Context: an optimization exercise on an open-source flow, tuned for small area. The choices shown serve that exercise and are no tape-out recipe.
In this exercise RTL edits were held to simulation tests only and were not proved equivalent to the original.
Power is estimated from default activity; no workload was simulated.

==> inputs of raven <==
==> flow/design.v <==
`timescale 1ns / 1ps
module register_file_16bitsx16(
    input clk,
    input reset_n,
    input [3:0] read_add1, read_add2,            
    input [3:0] write_add,                       
    input write_en,                              
    input [15:0] write_data,                     
    output [15:0] read_out1, read_out2           
    );
    reg [15:0] Q_reg [0:15];
    reg [15:0] valid;
    reg [3:0]  ra1_q, ra2_q;
    integer i;
    always @(posedge clk) begin
        for (i = 0; i < 16; i = i + 1)
            if (write_en && write_add == i)
                Q_reg[i] <= write_data;
    end
    always @(posedge clk, negedge reset_n) begin
        if (~reset_n)
            valid <= 16'h0;
        else if (write_en)
            valid[write_add] <= 1'b1;
    end
    always @(posedge clk) begin
        ra1_q <= read_add1;
        ra2_q <= read_add2;
    end
    wire [15:0] sel1, sel2;
    rf_rdsel u_sel1 (.addr(ra1_q), .valid(valid), .sel(sel1));
    rf_rdsel u_sel2 (.addr(ra2_q), .valid(valid), .sel(sel2));
    genvar b;
    generate
        for (b = 0; b < 16; b = b + 1) begin : g_bit
            wire [15:0] col;
            genvar k;
            for (k = 0; k < 16; k = k + 1) begin : g_col
                assign col[k] = Q_reg[k][b];
            end
            rf_andor u_rd1 (.sel(sel1), .d(col), .y(read_out1[b]));
            rf_andor u_rd2 (.sel(sel2), .d(col), .y(read_out2[b]));
        end
    endgenerate
endmodule
module rf_rdsel(
    input [3:0] addr,
    input [15:0] valid,
    output [15:0] sel
    );
    genvar k;
    generate
        for (k = 0; k < 16; k = k + 1) begin : g_k
            assign sel[k] = valid[k] & (addr == k);
        end
    endgenerate
endmodule
module rf_andor(
    input [15:0] sel,
    input [15:0] d,
    output y
    );
    wire [5:0] n;
    rf_aoi222 u0 (.a(sel[2:0]),   .b(d[2:0]),   .y(n[0]));
    rf_aoi222 u1 (.a(sel[5:3]),   .b(d[5:3]),   .y(n[1]));
    rf_aoi222 u2 (.a(sel[8:6]),   .b(d[8:6]),   .y(n[2]));
    rf_aoi222 u3 (.a(sel[11:9]),  .b(d[11:9]),  .y(n[3]));
    rf_aoi222 u4 (.a(sel[14:12]), .b(d[14:12]), .y(n[4]));
    assign n[5] = ~(sel[15] & d[15]);
    assign y = ~&n;
endmodule
module rf_aoi222(
    input [2:0] a,
    input [2:0] b,
    output y
    );
    assign y = ~|(a & b);
endmodule
==> flow/run.sh <==
#!/bin/bash
# synth_recipe.tcl (not shown) runs the flow's synth.tcl, then flattens the netlist and writes it again
# the make line also repeats each setting of config.mk as NAME=value (left out here)
make -C /OpenROAD-flow-scripts/flow DESIGN_CONFIG=/design/flow/config.mk WORK_HOME=/design/flow/orfs CLKGATE_MAP_FILE= SYNTH_SCRIPT=/design/flow/synth_recipe.tcl finish
==> flow/config.mk <==
export PLATFORM = sky130hd
export DESIGN_NAME = register_file_16bitsx16
export DESIGN_NICKNAME = register_file_16bitsx16
export VERILOG_FILES = /design/flow/design.v
export SDC_FILE = /design/flow/constraint.sdc
export NUM_CORES = 4
export LEC_CHECK = 0
export CAP_MARGIN = 20
export CORE_MARGIN = 2
export CORE_UTILIZATION = 40
export SLEW_MARGIN = 20
export SYNTH_HIERARCHICAL = 1
export SYNTH_MINIMUM_KEEP_SIZE = 0
==> flow/constraint.sdc <==
create_clock -name core_clock -period 5.0 [get_ports {clk}]
set_input_delay 1.0000 -clock core_clock [delete_from_list [all_inputs] [get_ports {clk}]]
set_output_delay 1.0000 -clock core_clock [all_outputs]
set_load 0.01 [all_outputs]
==> cedar (differences from raven) <==
--- a/flow/design.v
+++ b/flow/design.v
@@ -11,25 +11,27 @@
     reg [15:0] Q_reg [0:15];
     reg [15:0] valid;
     reg [3:0]  ra1_q, ra2_q;
+    wire [15:0] wen;
+    rf_dec4 u_wdec (.en(write_en), .addr(write_add), .sel(wen));
     integer i;
     always @(posedge clk) begin
         for (i = 0; i < 16; i = i + 1)
-            if (write_en && write_add == i)
+            if (wen[i])
                 Q_reg[i] <= write_data;
     end
     always @(posedge clk, negedge reset_n) begin
         if (~reset_n)
             valid <= 16'h0;
-        else if (write_en)
-            valid[write_add] <= 1'b1;
+        else
+            valid <= valid | wen;
     end
     always @(posedge clk) begin
         ra1_q <= read_add1;
         ra2_q <= read_add2;
     end
     wire [15:0] sel1, sel2;
-    rf_rdsel u_sel1 (.addr(ra1_q), .valid(valid), .sel(sel1));
-    rf_rdsel u_sel2 (.addr(ra2_q), .valid(valid), .sel(sel2));
+    rf_rdsel u_rsel1 (.valid(valid), .addr(ra1_q), .sel(sel1));
+    rf_rdsel u_rsel2 (.valid(valid), .addr(ra2_q), .sel(sel2));
     genvar b;
     generate
         for (b = 0; b < 16; b = b + 1) begin : g_bit
@@ -43,15 +45,52 @@
         end
     endgenerate
 endmodule
-module rf_rdsel(
+module rf_dec4(
+    input en,
     input [3:0] addr,
-    input [15:0] valid,
     output [15:0] sel
     );
+    wire [3:0] lo, hi;
+    assign lo[0] = ~addr[1] & ~addr[0];
+    assign lo[1] = ~addr[1] &  addr[0];
+    assign lo[2] =  addr[1] & ~addr[0];
+    assign lo[3] =  addr[1] &  addr[0];
+    assign hi[0] = en & ~addr[3] & ~addr[2];
+    assign hi[1] = en & ~addr[3] &  addr[2];
+    assign hi[2] = en &  addr[3] & ~addr[2];
+    assign hi[3] = en &  addr[3] &  addr[2];
     genvar k;
     generate
         for (k = 0; k < 16; k = k + 1) begin : g_k
-            assign sel[k] = valid[k] & (addr == k);
+            rf_and2 u_and (.a(hi[k / 4]), .b(lo[k % 4]), .y(sel[k]));
+        end
+    endgenerate
+endmodule
+module rf_and2(
+    input a,
+    input b,
+    output y
+    );
+    assign y = a & b;
+endmodule
+module rf_rdsel(
+    input [15:0] valid,
+    input [3:0] addr,
+    output [15:0] sel
+    );
+    wire [3:0] lo, hi;
+    assign lo[0] = ~addr[1] & ~addr[0];
+    assign lo[1] = ~addr[1] &  addr[0];
+    assign lo[2] =  addr[1] & ~addr[0];
+    assign lo[3] =  addr[1] &  addr[0];
+    assign hi[0] = ~addr[3] & ~addr[2];
+    assign hi[1] = ~addr[3] &  addr[2];
+    assign hi[2] =  addr[3] & ~addr[2];
+    assign hi[3] =  addr[3] &  addr[2];
+    genvar k;
+    generate
+        for (k = 0; k < 16; k = k + 1) begin : g_k
+            assign sel[k] = valid[k] & hi[k / 4] & lo[k % 4];
         end
     endgenerate
 endmodule
==> flow/flow/run.sh (new file) <==
#!/bin/bash
# Layout flow: the standard ORFS flow (standard.sh), unchanged except for
#  - the port buffers, which are buf_1 rather than the cell buffer_ports picks, and
#  - the clock tree, built from clkbuf_8 in clusters of at most 16 flip-flops
#    within 60 um, without dummy loads.
# The make output goes to standard.log; each ORFS step keeps its own log under
# orfs/logs/.
set -euo pipefail
export BUFFER_PORTS_ARGS="-buffer_cell sky130_fd_sc_hd__buf_1"
export CTS_ARGS="-sink_clustering_enable -repair_clock_nets -dont_use_dummy_load -buf_list {sky130_fd_sc_hd__clkbuf_8} -sink_clustering_size 16 -sink_clustering_max_diameter 60"
bash standard.sh > standard.log 2>&1
==> flow/standard.sh (new file) <==
#!/bin/bash
# synth_recipe.tcl (not shown) runs the flow's synth.tcl, then flattens the netlist and writes it again
# the make line also repeats each setting of config.mk as NAME=value (left out here)
make -C /OpenROAD-flow-scripts/flow DESIGN_CONFIG=/design/flow/config.mk WORK_HOME=/design/flow/orfs CLKGATE_MAP_FILE= SYNTH_SCRIPT=/design/flow/synth_recipe.tcl "${@:-finish}"
Settings changed: CORE_UTILIZATION 40 to 60.
removed: flow/run.sh
==> qor summary <==
metric                                                                                    raven                    cedar
Result of the run                                                       complete, no violations  complete, no violations
Setup slack after placement                                                             1.33 ns                  1.76 ns
Number of global-route vias before repair                                                  8104                     7607
Number of fillers in the final layout                                                      2296                     1252
Maximum operating frequency                                                             228 MHz                  249 MHz
Transition time at the pin with the least slew margin                                   1.26 ns                  1.17 ns
Post-route worst hold slack                                                            0.488 ns                 0.399 ns
Count of routing violations after the opening detailed-route iteration                     1838                     1903
Post-Place Cell Area                                                               0.0124 sq mm             0.0115 sq mm
Part of the power in registers                                                            50.8%                    65.5%
CTS buffer count                                                                             28                       21
Global Route Usage Sum                                                                    24.5%                    33.4%
Fraction of standard cell area in multi-input logic                                       22.1%                    23.0%
Routed Wire Length                                                                36400 microns            32700 microns
Worst setup path startpoint                                                            ra1_q[0]                 ra2_q[1]
Leak pwr                                                                                4.21 nW                  3.59 nW
Synthesis-to-layout area growth                                                           19.0%                    7.40%
Final HPWL from detailed placement                                                21400 microns            20000 microns
Portion of synthesized cell area occupied by the leading cell type                        68.6%                    70.2%
Clk pwr                                                                                 2.12 mW                  1.04 mW

[separate check: timing with driven ports]
The results above use ideal ports. As a check the final layouts listed here were re-extracted and re-timed, cells and wires unchanged.
Step 1 sets driving cells, clkbuf_16 on the clock port and buf_2 on the other inputs (assumed; they add their load-dependent delay and slew).
Step 2, shift: input delay + t, output delay - t, t = (earliest + latest rising clock arrival at the registers) / 2. This alone moves slack from input paths to output paths.
Slacks: ideal ports / drivers / drivers and shift; pairs: ideal ports / drivers.
run	t (ns)	slack for setup (ns)	worst setup path after step 2
raven	0.582	0.614 / 0.571 / 1.153	register to output
cedar	0.559	0.979 / 0.937 / 1.496	register to output
After both steps setup and hold are still met in every run listed.
